Background: an optimization exercise with open tools, aiming at a short achievable clock period and few clock cycles. Do not read the settings as production practice.
The RTL was checked by simulation tests, not by an equivalence proof against the original design.
Power is estimated from default activity; no workload was simulated.

==> design.v <==
module adder(
        input logic a, b, cin,
        output logic s, cout);
    logic p, g;
    assign p = a ^ b;
    assign g = a & b;
    assign s = p ^ cin;
    assign cout = g | (p & cin);
endmodule
module mux2_1(
    input logic s,
    input logic d0, d1,
    output logic y);
    assign y = s ? d1 : d0;
endmodule
module mux4_1(
    input logic [1:0] s,
    input logic d0, d1, d2, d3,
    output logic y);
    logic y0, y1;
    mux2_1 m0(s[0], d0, d1, y0);
    mux2_1 m1(s[0], d2, d3, y1);
    mux2_1 m2(s[1], y0, y1, y);
endmodule
module mux8_1(
    input logic [2:0] s,
    input logic d0, d1, d2, d3, d4, d5, d6, d7,
    output logic y);
    logic y0, y1;
    mux4_1 m0(s[1:0], d0, d1, d2, d3, y0);
    mux4_1 m1(s[1:0], d4, d5, d6, d7, y1);
    mux2_1 m2(s[2], y0, y1, y);
endmodule
module ula(
        input logic [2:0] ULAcontrole,
        input logic a, b,
        input logic cin, addsub, less,
        output logic set, cout,
        output logic ULAsaida
        );
    logic saidaAND, saidaOR, saidaNOR, saidaXOR, saidaADD, saidaSUB, saidaDEF, bAux;
    logic cout0, cout1;
    assign saidaDEF = 1'b0;  
    and ULAand(saidaAND,a,b);                  
    or ULAor(saidaOR,a,b);                     
    nor ULAnor(saidaNOR,a,b);                  
    xor ULAxor(saidaXOR,a,b);                  
	 xor ULAaddsub(bAux, b, addsub);
	 adder ULAadd(.a(a), .b(bAux), .cin(cin), .s(saidaADD), .cout(cout));
    assign set = saidaADD;
	 mux8_1 ULAmux(.s(ULAcontrole), .d0(saidaAND), .d1(saidaOR), .d2(saidaADD), .d3(saidaNOR), .d4(saidaDEF)
		, .d5(saidaXOR), .d6(saidaADD), .d7(less), .y(ULAsaida));
endmodule
module ula32(
    input logic [2:0] ULAcontrole,
    input logic [31:0] SrcA, SrcB,
    output logic [31:0] ULAsaida,
    output logic overflow, zero
    );
    logic [31:0] cout, set;
	 logic addSub;
	 assign addSub = (ULAcontrole == 3'b110 || ULAcontrole == 3'b111) ? 1'b1 : 1'b0;
    ula ula0(.ULAcontrole(ULAcontrole), .a(SrcA[0]), .b(SrcB[0]), .cin(addSub), .addsub(addSub)
		, .less(set[31]), .set(set[0]), .cout(cout[0]), .ULAsaida(ULAsaida[0]));
    genvar j;
    generate
        for (j = 1; j < 32; j++) begin: ula
            ula ula(.ULAcontrole(ULAcontrole), .a(SrcA[j]), .b(SrcB[j]), .cin(cout[j-1]), .addsub(addSub)
					, .less(1'b0), .set(set[j]), .cout(cout[j]), .ULAsaida(ULAsaida[j]));
        end
    endgenerate
    xor of(overflow, cout[31], cout[30]);
    nor z(zero, ULAsaida[31], ULAsaida[30], ULAsaida[29], ULAsaida[28], ULAsaida[27], ULAsaida[26],
        ULAsaida[25], ULAsaida[24], ULAsaida[23], ULAsaida[22], ULAsaida[21], ULAsaida[20], ULAsaida[19],
        ULAsaida[18], ULAsaida[17], ULAsaida[16], ULAsaida[15], ULAsaida[14], ULAsaida[13], ULAsaida[12],
        ULAsaida[11], ULAsaida[10], ULAsaida[9], ULAsaida[8], ULAsaida[7], ULAsaida[6], ULAsaida[5], 
		  ULAsaida[4], ULAsaida[3], ULAsaida[2], ULAsaida[1], ULAsaida[0]);
endmodule
module mux2_5(
    input logic s,
    input logic [4:0] d0, d1,
    output logic [4:0] y);
    assign y = s ? d1 : d0;
endmodule
module mux2_32(
    input logic s,
    input logic [31:0] d0, d1,
    output logic [31:0] y);
    assign y = s ? d1 : d0;
endmodule
module mux4_32(
    input logic [1:0] s,
    input logic [31:0] d0, d1, d2, d3,
    output logic [31:0] y);
    logic [31:0] y0, y1;
    mux2_32 m0(s[0], d0, d1, y0);
    mux2_32 m1(s[0], d2, d3, y1);
    mux2_32 m2(s[1], y0, y1, y);
endmodule
module signext(
    input logic [15:0] a,
    output logic [31:0] y);
    assign y = {{16{a[15]}}, a[15:0]};
endmodule
module sl2(
    input logic [31:0] a,
    output logic [31:0] y);
    assign y = {a[29:0], 2'b00};
endmodule
module flopenr(
    input logic clk_in,
    input logic en,
    input logic rst_in,
    input logic d,
    output logic q);
    always_ff @(posedge clk_in, posedge rst_in)
        if (rst_in) q <= 1'b0;
        else if (en) q <= d;
endmodule
module flopenr32(
    input logic clk_in, en, rst_in,
    input logic [31:0]d,
    output logic [31:0]q
	 );
    genvar j;
    generate for (j = 0; j < 32; j++) begin: registers
        flopenr registers(
                .clk_in(clk_in),
                .en(en),
                .rst_in(rst_in),
                .d(d[j]),
                .q(q[j])
				);
		end
	endgenerate
endmodule
module flopr(
    input logic clk_in, rst_in,
    input logic d,
    output logic q
    );
    always_ff @(posedge clk_in, posedge rst_in)
        if (rst_in) q <= 1'b0;
        else q <= d;
endmodule
module flopr32(
    input logic clk_in, rst_in,
    input logic [31:0] d,
    output logic [31:0] q
    );
    genvar j;
    generate for (j = 0; j < 32; j++) begin: registers
        flopr registers(
            .clk_in(clk_in),
            .rst_in(rst_in),
            .d(d[j]),
            .q(q[j])
				);
		end
	endgenerate
endmodule
module decoder(
    input logic [4:0] a,
    output logic [31:0] y);
    assign y = 32'd1 << a;
endmodule
module flopenr32_regbank(
    input logic clk_in, en, rst_in, regWrite,
    input logic [31:0] d,
    output logic [31:0] q
	 );
    logic write_s;
    assign write_s = regWrite & en;
    flopenr32 register(.clk_in(clk_in), .en(write_s), .rst_in(rst_in), .d(d), .q(q));
endmodule
module mux32_1(
    input logic [31:0][31:0] a,
    input logic [4:0] sel,
    output logic [31:0] y);
always_comb begin
    y = a[sel];
    end
endmodule
module regbank(
	input logic [4:0] a1, a2, a3,
	input logic [31:0] wd3,
	input logic clk, rst, we3,
	output logic [31:0] rd1, rd2
	);
	logic [31:0] decoder_s;
	logic [31:0][31:0] registers_s;
	decoder decoder(a3, decoder_s);
	assign registers_s[0] = 32'd0;  
	genvar j;
	generate for(j = 1; j < 32; j++) begin: registers
			flopenr32_regbank reg32(.clk_in(clk), .en(decoder_s[j]), .rst_in(rst), .regWrite(we3), .d(wd3), .q(registers_s[j]));
		end
	endgenerate
	mux32_1 mux1(.sel(a1), .a(registers_s), .y(rd1));
	mux32_1 mux2(.sel(a2), .a(registers_s), .y(rd2));
endmodule
module datapath(
    input logic clk, reset,
    input logic IorD, RegDst, MemtoReg, IRWrite, WE3, ALUSrcA, Branch, PCWrite,
    input logic [1:0] ALUSrcB, PCSrc,
    input logic [2:0] ALUControl,
    input logic [31:0] RD,
    output logic [31:0] Adr, WD,
    output logic Overflow,
	 output [5:0] Op, Funct
    );
    logic Zero, outputAND_PC, PCEn;
    logic [31:0] inputPC, outputPC, outRegInstr, outRegData, outRegA, outRegB, WD3, RD1, RD2;
    logic [31:0] SrcA, SrcB, SignImm, outShift2, ALUOut, ALUResult;
    logic [31:0] inShift2, outShiftJump, jumpADDR;
    logic [4:0] A3;
    and andPC(outputAND_PC, Zero, Branch);
    or orPC(PCEn, outputAND_PC, PCWrite);
    flopenr32 reg_pc(.clk_in(clk), .en(PCEn), .rst_in(reset), .d(inputPC), .q(outputPC));
	 mux2_32 mux__1(.s(IorD), .d0(outputPC), .d1(ALUOut), .y(Adr));
    flopenr32 reg_instructions(.clk_in(clk), .en(IRWrite), .rst_in(reset), .d(RD), .q(outRegInstr));
    flopr32 reg_data(.clk_in(clk), .rst_in(reset), .d(RD), .q(outRegData));
    mux2_5 mux__2(.s(RegDst), .d0(outRegInstr[20:16]), .d1(outRegInstr[15:11]), .y(A3));
    mux2_32 mux__3(.s(MemtoReg), .d0(ALUOut), .d1(outRegData), .y(WD3));
    regbank register_bank(.a1(outRegInstr[25:21]), .a2(outRegInstr[20:16]), .a3(A3), .wd3(WD3), .clk(clk)
		, .rst(reset), .we3(WE3), .rd1(RD1), .rd2(RD2));
	 flopr32 reg_A(.clk_in(clk), .rst_in(reset), .d(RD1), .q(outRegA));
    flopr32 reg_B(.clk_in(clk), .rst_in(reset), .d(RD2), .q(outRegB));
    mux2_32 mux__4(.s(ALUSrcA), .d0(outputPC), .d1(outRegA), .y(SrcA));
    signext sign_extend(.a(outRegInstr[15:0]), .y(SignImm));
    sl2 shift_2(.a(SignImm), .y(outShift2));
    mux4_32 mux__5(.s(ALUSrcB), .d0(outRegB), .d1(32'd4), .d2(SignImm), .d3(outShift2), .y(SrcB));
    ula32 ula32(.ULAcontrole(ALUControl), .SrcA(SrcA), .SrcB(SrcB), .ULAsaida(ALUResult), .overflow(Overflow), .zero(Zero));
    flopr32 reg_ALUResult(.clk_in(clk), .rst_in(reset), .d(ALUResult), .q(ALUOut));
    assign inShift2[25:0] = outRegInstr[25:0];
    assign inShift2[31:26] = 6'b000000;
    sl2 shift_2_2(.a(inShift2), .y(outShiftJump));
    assign jumpADDR = {outputPC[31:28], outShiftJump[27:0]};
    mux4_32 mux__6(.s(PCSrc), .d0(ALUResult), .d1(ALUOut), .d2(jumpADDR), .d3(32'd0), .y(inputPC));
	 assign WD = outRegB;
	 assign Op = outRegInstr[31:26];
	 assign Funct = outRegInstr[5:0];
endmodule
module ula_decoder(
    input logic [5:0] Funct,
    input logic [1:0] ULAOp,
    output logic [2:0] ULAControle);
    always_comb begin
		case (ULAOp)
			2'b00: begin
				ULAControle = 3'b010;  
			end
			2'b01: begin
				ULAControle = 3'b110;  
			end
			2'b10: begin
				case (Funct)
					6'b100000: begin
						ULAControle = 3'b010;  
					end
					6'b100010: begin
						ULAControle = 3'b110;  
					end
					6'b100100: begin
						ULAControle = 3'b000;  
					end
					6'b100101: begin
						ULAControle = 3'b001;  
					end
					6'b101010: begin
						ULAControle = 3'b111;  
					end
					6'b100111: begin
                        ULAControle = 3'b011;  
                    end
                    6'b100110: begin
                        ULAControle = 3'b101;  
                    end
					default: ULAControle = 3'b010;  
				endcase
			end
			2'b11: begin
				case (Funct)
					6'b100000: begin
						ULAControle = 3'b010;  
					end
					6'b100010: begin
						ULAControle = 3'b110;  
					end
					6'b100100: begin
						ULAControle = 3'b000;  
					end
					6'b100101: begin
						ULAControle = 3'b001;  
					end
					6'b101010: begin
						ULAControle = 3'b111;  
					end
					6'b100111: begin
                        ULAControle = 3'b011;  
                    end
                    6'b100110: begin
                        ULAControle = 3'b101;  
                    end
					default: ULAControle = 3'b010;  
				endcase
			end
			default: ULAControle = 3'b010;  
		endcase
    end
endmodule
module fsm(
    input logic [5:0] Opcode,
    input logic clk, reset,
    output logic MemtoReg, RegDst, IorD, ALUSrcA, IRWrite, MemWrite, PCWrite, Branch, RegWrite,
    output logic [1:0] ULAOp, ALUSrcB, PCSrc);
    typedef enum logic [3:0]{S0,S1,S2,S3,S4,S5,S6,S7,S8,S9,S10,S11} State;
    State current_state, next_state;
    always_ff @(posedge clk, posedge reset) begin
        if(reset)begin
            current_state <= S0;
            end
        else
            current_state <= next_state;
    end
    always_comb begin
        case(current_state)
            S0: begin   
                IorD = 1'b0;
                ALUSrcA = 1'b0;
                ALUSrcB = 2'b01;
                ULAOp = 2'b00;
                PCSrc = 2'b00;
                IRWrite = 1'b1;
                PCWrite = 1'b1;
                MemtoReg = 1'b0;
                RegDst = 1'b0;
                MemWrite = 1'b0;
                Branch = 1'b0;
                RegWrite = 1'b0;
                next_state = S1;
            end
            S1: begin  
                ALUSrcA = 1'b0;
                ALUSrcB = 2'b11;
                ULAOp = 2'b00;
                MemtoReg = 1'b0;
                RegDst = 1'b0;
                MemWrite = 1'b0;
                Branch = 1'b0;
                RegWrite = 1'b0;
                IorD = 1'b0;
                PCSrc = 2'b00;
                IRWrite = 1'b0;
                PCWrite = 1'b0;
                case(Opcode)
                    6'd0: begin
                        next_state = S6;  
                    end
                    6'd35: begin
                        next_state = S2;  
                    end
                    6'd43: begin
                        next_state = S2;  
                    end
                    6'd4: begin
                        next_state = S8;  
                    end
                    6'd8: begin
                        next_state = S9;  
                    end
                    6'd2: begin
                        next_state = S11;  
                    end
                    default: next_state = S0;
                endcase
            end
            S2: begin  
                ALUSrcA = 1'b1;
                ALUSrcB = 2'b10;
                ULAOp = 2'b00;
                MemtoReg = 1'b0;
                RegDst = 1'b0;
                MemWrite = 1'b0;
                Branch = 1'b0;
                RegWrite = 1'b0;
                IorD = 1'b0;
                PCSrc = 2'b00;
                IRWrite = 1'b0;
                PCWrite = 1'b0;
                case(Opcode)
                    6'd35: begin
                        next_state = S3;  
                    end
                    6'd43: begin
                        next_state = S5;  
                    end
                    default: next_state= S0;
                endcase
            end
            S3: begin  
                IorD = 1'b1;
                MemtoReg = 1'b0;
                RegDst = 1'b0;
                MemWrite = 1'b0;
                Branch = 1'b0;
                RegWrite = 1'b0;
                ALUSrcA = 1'b0;
                ALUSrcB = 2'b00;
                ULAOp = 2'b00;
                PCSrc = 2'b00;
                IRWrite = 1'b0;
                PCWrite = 1'b0;
                next_state = S4;
            end
            S4: begin  
                RegDst = 1'b0;
                MemtoReg = 1'b1;
                RegWrite = 1'b1;
                MemWrite = 1'b0;
                Branch = 1'b0;
                IorD = 1'b0;
                ALUSrcA = 1'b0;
                ALUSrcB = 2'b00;
                ULAOp = 2'b00;
                PCSrc = 2'b00;
                IRWrite = 1'b0;
                PCWrite = 1'b0;
                next_state = S0;
            end
            S5: begin  
                IorD = 1'b1;
                MemWrite = 1'b1;
                MemtoReg = 1'b0;
                RegDst = 1'b0;
                Branch = 1'b0;
                RegWrite = 1'b0;
                ALUSrcA = 1'b0;
                ALUSrcB = 2'b00;
                ULAOp = 2'b00;
                PCSrc = 2'b00;
                IRWrite = 1'b0;
                PCWrite = 1'b0;
                next_state = S0;
            end
            S7: begin  
                RegDst   = 1'b1;
                MemtoReg = 1'b0;
                RegWrite = 1'b1;
                MemWrite = 1'b0;
                Branch = 1'b0;
                IorD = 1'b0;
                ALUSrcA = 1'b0;
                ALUSrcB = 2'b00;
                ULAOp = 2'b00;
                PCSrc = 2'b00;
                IRWrite = 1'b0;
                PCWrite = 1'b0;
                next_state = S0;
            end
            S8: begin  
                ALUSrcA = 1'b1;
                ALUSrcB = 2'b00;
                PCSrc = 2'b01;
                ULAOp = 2'b01;
                Branch = 1'b1;
                MemtoReg = 1'b0;
                RegDst = 1'b0;
                MemWrite = 1'b0;
                RegWrite = 1'b0;
                IorD = 1'b0;
                IRWrite = 1'b0;
                PCWrite = 1'b0;
                next_state = S0;
            end
            S10: begin  
                RegDst = 1'b0;
                MemtoReg = 1'b0;
                RegWrite = 1'b1;
                MemWrite = 1'b0;
                Branch = 1'b0;
                IorD = 1'b0;
                ALUSrcA = 1'b0;
                ALUSrcB = 2'b00;
                ULAOp = 2'b00;
                PCSrc = 2'b00;
                IRWrite = 1'b0;
                PCWrite = 1'b0;
                next_state = S0;
            end
            S11: begin  
                PCSrc = 2'b10;
                PCWrite = 1'b1;
                MemtoReg = 1'b0;
                RegDst = 1'b0;
                MemWrite = 1'b0;
                Branch = 1'b0;
                RegWrite = 1'b0;
                IorD = 1'b0;
                ALUSrcA = 1'b0;
                ALUSrcB = 2'b00;
                ULAOp = 2'b00;
                IRWrite = 1'b0;
                next_state = S0;
            end
            S9: begin  
                ALUSrcA = 1'b1;
                ALUSrcB = 2'b10;
                ULAOp = 2'b00;
                MemtoReg = 1'b0;
                RegDst = 1'b0;
                MemWrite = 1'b0;
                Branch = 1'b0;
                RegWrite = 1'b0;
                IorD = 1'b0;
                PCSrc = 2'b00;
                IRWrite = 1'b0;
                PCWrite = 1'b0;
                next_state = S10;
            end
            S6: begin  
                ALUSrcA = 1'b1;
                ALUSrcB = 2'b00;
                MemtoReg = 1'b0;
                RegDst = 1'b0;
                MemWrite = 1'b0;
                Branch = 1'b0;
                RegWrite = 1'b0;
                IorD = 1'b0;
                PCSrc = 2'b00;
                IRWrite = 1'b0;
                PCWrite = 1'b0;
                ULAOp = 2'b10;  
                next_state = S7;
            end
            default: begin
                MemtoReg = 1'b0;
                RegDst = 1'b0;
                MemWrite = 1'b0;
                Branch = 1'b0;
                RegWrite = 1'b0;
                IorD = 1'b0;
                ALUSrcA = 1'b0;
                ALUSrcB = 2'b00;
                ULAOp = 2'b00;
                PCSrc = 2'b00;
                IRWrite = 1'b0;
                PCWrite = 1'b0;
                next_state = S0;
            end
        endcase
    end
endmodule
module controller(
    input logic [5:0] Opcode, Funct,
    input logic clk, reset,
    output logic MemtoReg, RegDst, IorD, ALUSrcA, IRWrite, MemWrite, PCWrite, Branch, RegWrite,
    output logic [1:0] ALUSrcB, PCSrc,
    output logic [2:0] ULAControle
    );
    logic [1:0]ULAOp;
    fsm fsm(.Opcode(Opcode), .clk(clk), .reset(reset), .MemtoReg(MemtoReg), .RegDst(RegDst), .IorD(IorD)
		, .ALUSrcA(ALUSrcA), .IRWrite(IRWrite), .MemWrite(MemWrite), .PCWrite(PCWrite), .Branch(Branch)
		,.RegWrite(RegWrite), .ULAOp(ULAOp), .ALUSrcB(ALUSrcB), .PCSrc(PCSrc));
    ula_decoder ula_decoder(.ULAOp(ULAOp), .Funct(Funct), .ULAControle(ULAControle));
endmodule
module mips(input logic clk,reset,input logic [31:0]rd,output logic [31:0] wd, adr,output logic MemWrite);
logic IorD,MemtoReg,IRWrite,RegWrite,PCWrite,Branch,ALUSrcA,RegDst;
logic [1:0] ALUSrcB,PCSrc;
logic [2:0] ALUControl;
logic [5:0]Opcode,Funct;
datapath datapath(.clk(clk), .reset(reset), .IorD(IorD), .MemtoReg(MemtoReg), .IRWrite(IRWrite)
	, .Branch(Branch), .ALUSrcA(ALUSrcA), .RegDst(RegDst), .ALUSrcB(ALUSrcB), .PCSrc(PCSrc)
	, .ALUControl(ALUControl), .Op(Opcode), .Funct(Funct), .Adr(adr), .WD(wd), .RD(rd), .PCWrite(PCWrite)
	, .WE3(RegWrite));
controller controller(.clk(clk), .reset(reset), .IorD(IorD), .MemtoReg(MemtoReg), .IRWrite(IRWrite)
	, .Branch(Branch), .ALUSrcA(ALUSrcA), .RegDst(RegDst), .ALUSrcB(ALUSrcB), .PCSrc(PCSrc)
	, .ULAControle(ALUControl), .Opcode(Opcode), .Funct(Funct), .MemWrite(MemWrite), .PCWrite(PCWrite)
	, .RegWrite(RegWrite));
endmodule
==> run.sh <==
#!/bin/bash
# synth_recipe.tcl (not shown) runs the flow's synth.tcl, then flattens the netlist and writes it again
# the make line also repeats each setting of config.mk as NAME=value (left out here)
make -C /OpenROAD-flow-scripts/flow DESIGN_CONFIG=/design/flow/config.mk WORK_HOME=/design/flow/orfs CLKGATE_MAP_FILE= SYNTH_SCRIPT=/design/flow/synth_recipe.tcl finish
==> config.mk <==
export PLATFORM = sky130hd
export DESIGN_NAME = mips
export DESIGN_NICKNAME = mips
export VERILOG_FILES = /design/flow/design.v
export SDC_FILE = /design/flow/constraint.sdc
export NUM_CORES = 4
export LEC_CHECK = 0
export CAP_MARGIN = 20
export CORE_MARGIN = 2
export CORE_UTILIZATION = 40
export SLEW_MARGIN = 20
==> constraint.sdc <==
create_clock -name core_clock -period 18.0 [get_ports {clk}]
set_input_delay 3.6000 -clock core_clock [delete_from_list [all_inputs] [get_ports {clk}]]
set_output_delay 3.6000 -clock core_clock [all_outputs]
set_load 0.01 [all_outputs]
==> run notes <==
==> worst reg2reg max path, delay by kind of cell (launching register included) <==
family,cells,cell delay [ps]
compound gates,5,1530
xor+xnor,3,630
fa+ha+maj,30,11910
buf+inv,2,590
flops,1,650
simple gates,6,1920
==> per-stage QoR <==
stage	hold WS [ps]	area (µm²)
after floorplan	460	62700
after global placement	473	65400
after detailed placement	485	65400
after CTS	500	69900
after global routing	519	70000
final	497	70000
==> power by group through the flow <==
| stage | Combinational (µW) | Sequential, µW | Clock, µW |
|---|---|---|---|
| floorplan | 5010 | 4060 | 0 |
| global placement | 6930 | 4410 | 0 |
| detailed placement | 6970 | 4470 | 0 |
| CTS | 6990 | 4430 | 2910 |
| global route | 7600 | 4570 | 3010 |
| finish | 7050 | 4440 | 2860 |
==> layout make-up <==
cell class                 instances  area share
clock inverter                    50      0.0103
multi-input combinational       3687       0.440
tap                             2058      0.0368
timing repair buffer             212      0.0277
inverter                          90     0.00495
antenna                            1   0.0000358
clock buffer                     180      0.0546
sequential                      1188       0.425
==> Yosys cell counts, drive strengths merged, types with 24 or more instances <==
cell type,count
dfrtp,1188
nand2,689
nor2,597
mux4,576
o21ai,559
a21oi,534
clkbuf,435
mux2,162
buf,120
mux2i,96
inv,89
a22o,67
ha,64
xnor2,33
fa,30
nor4,24
==> worst paths after layout <==
path	startpoint	endpoint	depth (start not counted)
min reg2reg	flop	flop	2
max reg2reg	controller.fsm.current_state[3]	datapath.reg_pc.registers[14].registers.q	46
max	controller.fsm.current_state[3]	datapath.reg_pc.registers[14].registers.q	46
min in group asynchronous	reset	async pin	2
max in group asynchronous	reset	async pin	5
min	flop	flop	2
==> layer usage <==
layer / wire length (µm) / track usage / up-vias / part of all wire
li1: - / - / 19500 / -
met1: 87300 / 0.374 / 23000 / 0.42
met2: 92600 / 0.393 / 1854 / 0.45
met3: 18700 / 0.0559 / 409 / 0.091
met4: 7100 / 0.0889 / 18 / 0.035
met5: 122 / 0 / - / 0.00059
==> kinds of logic after synthesis <==
logic type | synth area share
AOI/OAI and AO/OA | 0.112
and+or+nand+nor | 0.0937
buffers and inverters | 0.0414
xor gates and xnor gates | 0.00559
muxes | 0.251
DFF | 0.474
adders and majority gates | 0.0223
==> timing repair <==
action,4_1_cts,5_1_grt
resized for setup,0,1
hold endpoints to repair,0,0
endpoints found under the setup margin,0,1
==> qor.csv <==
metric;value;unit
status;complete, no violations;
gpl congestion;0.960;
H-tree depth;4;
antenna-violating nets left;0;
Critical Path AT;18010;ps
post-DP HPWL;121000;µm
layout cells sized above 1;0.216;
Critical-path top delay cell;dfrtp_1;
Initial Util;0.402;
CP Launch Type;flop;
synth top area cells;dfrtp_1 (47%), mux4_2 (21%), o21ai_0 (4.4%), a21oi_1 (4.2%), nand2_1 (4.1%);
register area;0.0298;mm²
Final period util;0.963;
vias per inst;5.99;
CTS tree;yes;
setup TNS;0;ps
Die Area;0.160;mm²
Req. time, crit path;18670;ps
Final Power;14400;µW
Slew Limit Headroom;0.177;
initial antenna violation count;16;
Slew @ Worst Pin;1220;ps
Finish-stage setup viols;0;
Cell Area, Synth;0.0627;mm²
GRT Residual Overflow;0;
P_sw;6110;µW
post-synthesis async set-or-reset flop share;1.00;
number of synthesized flops with an enable pin;0;
synthesized instance count;5520;
switching share of power;0.426;
dpl cells;7234;
CTS sink cnt;1188;
Inserted Clock Buffers;132;
Buf/Inv on CP;2;
fin crit period;17340;ps
fillers;14300;
Seq pwr share;0.310;
Reg clk slew, reported paths;60;ps
all-layer global routing usage;0.261;
commonest cells after routing, fill and taps aside;dfrtp_1 (1179), nand2_1 (674), nor2_1 (577);
crit path capture type;flop;
Hold Crit Class;flop to flop;
Pleak;0.0304;µW
Post-CTS Setup Inserts;0;
Layout Utilization;0.449;
Mapped Nets;5648;
largest net degree at the start of global routing;176;
via count;44800;
skew final;26.5;ps
Layout Cells excl Fill;7466;
maximum buffer depth of the clock tree;3;
# hold bufs at CTS;0;
max-slew violations;0;
Die X;400;µm
overall die height;400;µm
critical path type;flop to flop;
total length of routed wires;206000;µm
Reg2Reg Setup Slack;660;ps
post-synthesis register bit count;1188;
Internal;8240;µW
Largest delay share family, worst path;adder cells;
Port Buf Inserts;98;
CP max FO;35;
unrepaired setup endpoints after global routing;false;
max_cap viols;0;
Avg Cell Area, Syn;11.4;µm²
Pre-antenna DRT Iters;8;
root buf cell;clkbuf_16;
Clk pwr share;0.199;
worst vdd ir;0.163;mV
crit-path max cell delay;650;ps
vias in the first global route;44400;
Clock Latency Late Sink;780;ps
pwr dens;205;mW/mm²
Layout area overhead;11.6;%
area occupied by multi-input gates;0.0308;mm²
final hold violation count;0;
Netlist cell types;75;
worst slack, placed;816;ps
Achievable Freq;0.0577;GHz
largest area contributor in the synthesized netlist;dfrtp_1;
Setup WS post-layout;660;ps
ys flop type;dfrtp_1;
combinational share of power;0.491;
Core ar.;0.156;mm²
first-pass GRT wire length;306000;µm
cell mode on critical path;fa_1;
row count;145;
sequential area share after synthesis;0.474;
commonest non-fill, non-tap cell in the layout;dfrtp_1;
share of the synthesized area in the top cell type;0.474;
DRC;0;
First DRT Iteration DRCs;4530;
Ports;99;
synth warn;5;
DR WL/cell;27.6;µm
Total Nets Final;5439;
Testbench counts, summed over its fixed seeds: cycles 265,263.

==> separate check: timing with driven ports <==
Ports are ideal in the flow. The routed layout listed here was re-timed in OpenROAD. Step 1 sets driving cells, clkbuf_16 on the clock port and buf_2 on the other inputs (assumed; they add their load-dependent delay and slew). Step 2, shift: input delay + t, output delay - t, t = (earliest + latest rising clock arrival at the registers) / 2. This alone moves slack from input paths to output paths. Three values: ideal, step 1, step 2; two values: the first two.
shift t [ns]: 0.851
setup WS [ns]: 0.660 / 0.660 / 0.660
worst hold slack (ns): 0.497 / 0.497 / 0.497
worst setup path at the end: register to register
After both steps setup and hold are still met in this run. The setup slack of this run moves by 0.000 ns with the drivers and by 0.000 ns with both steps.
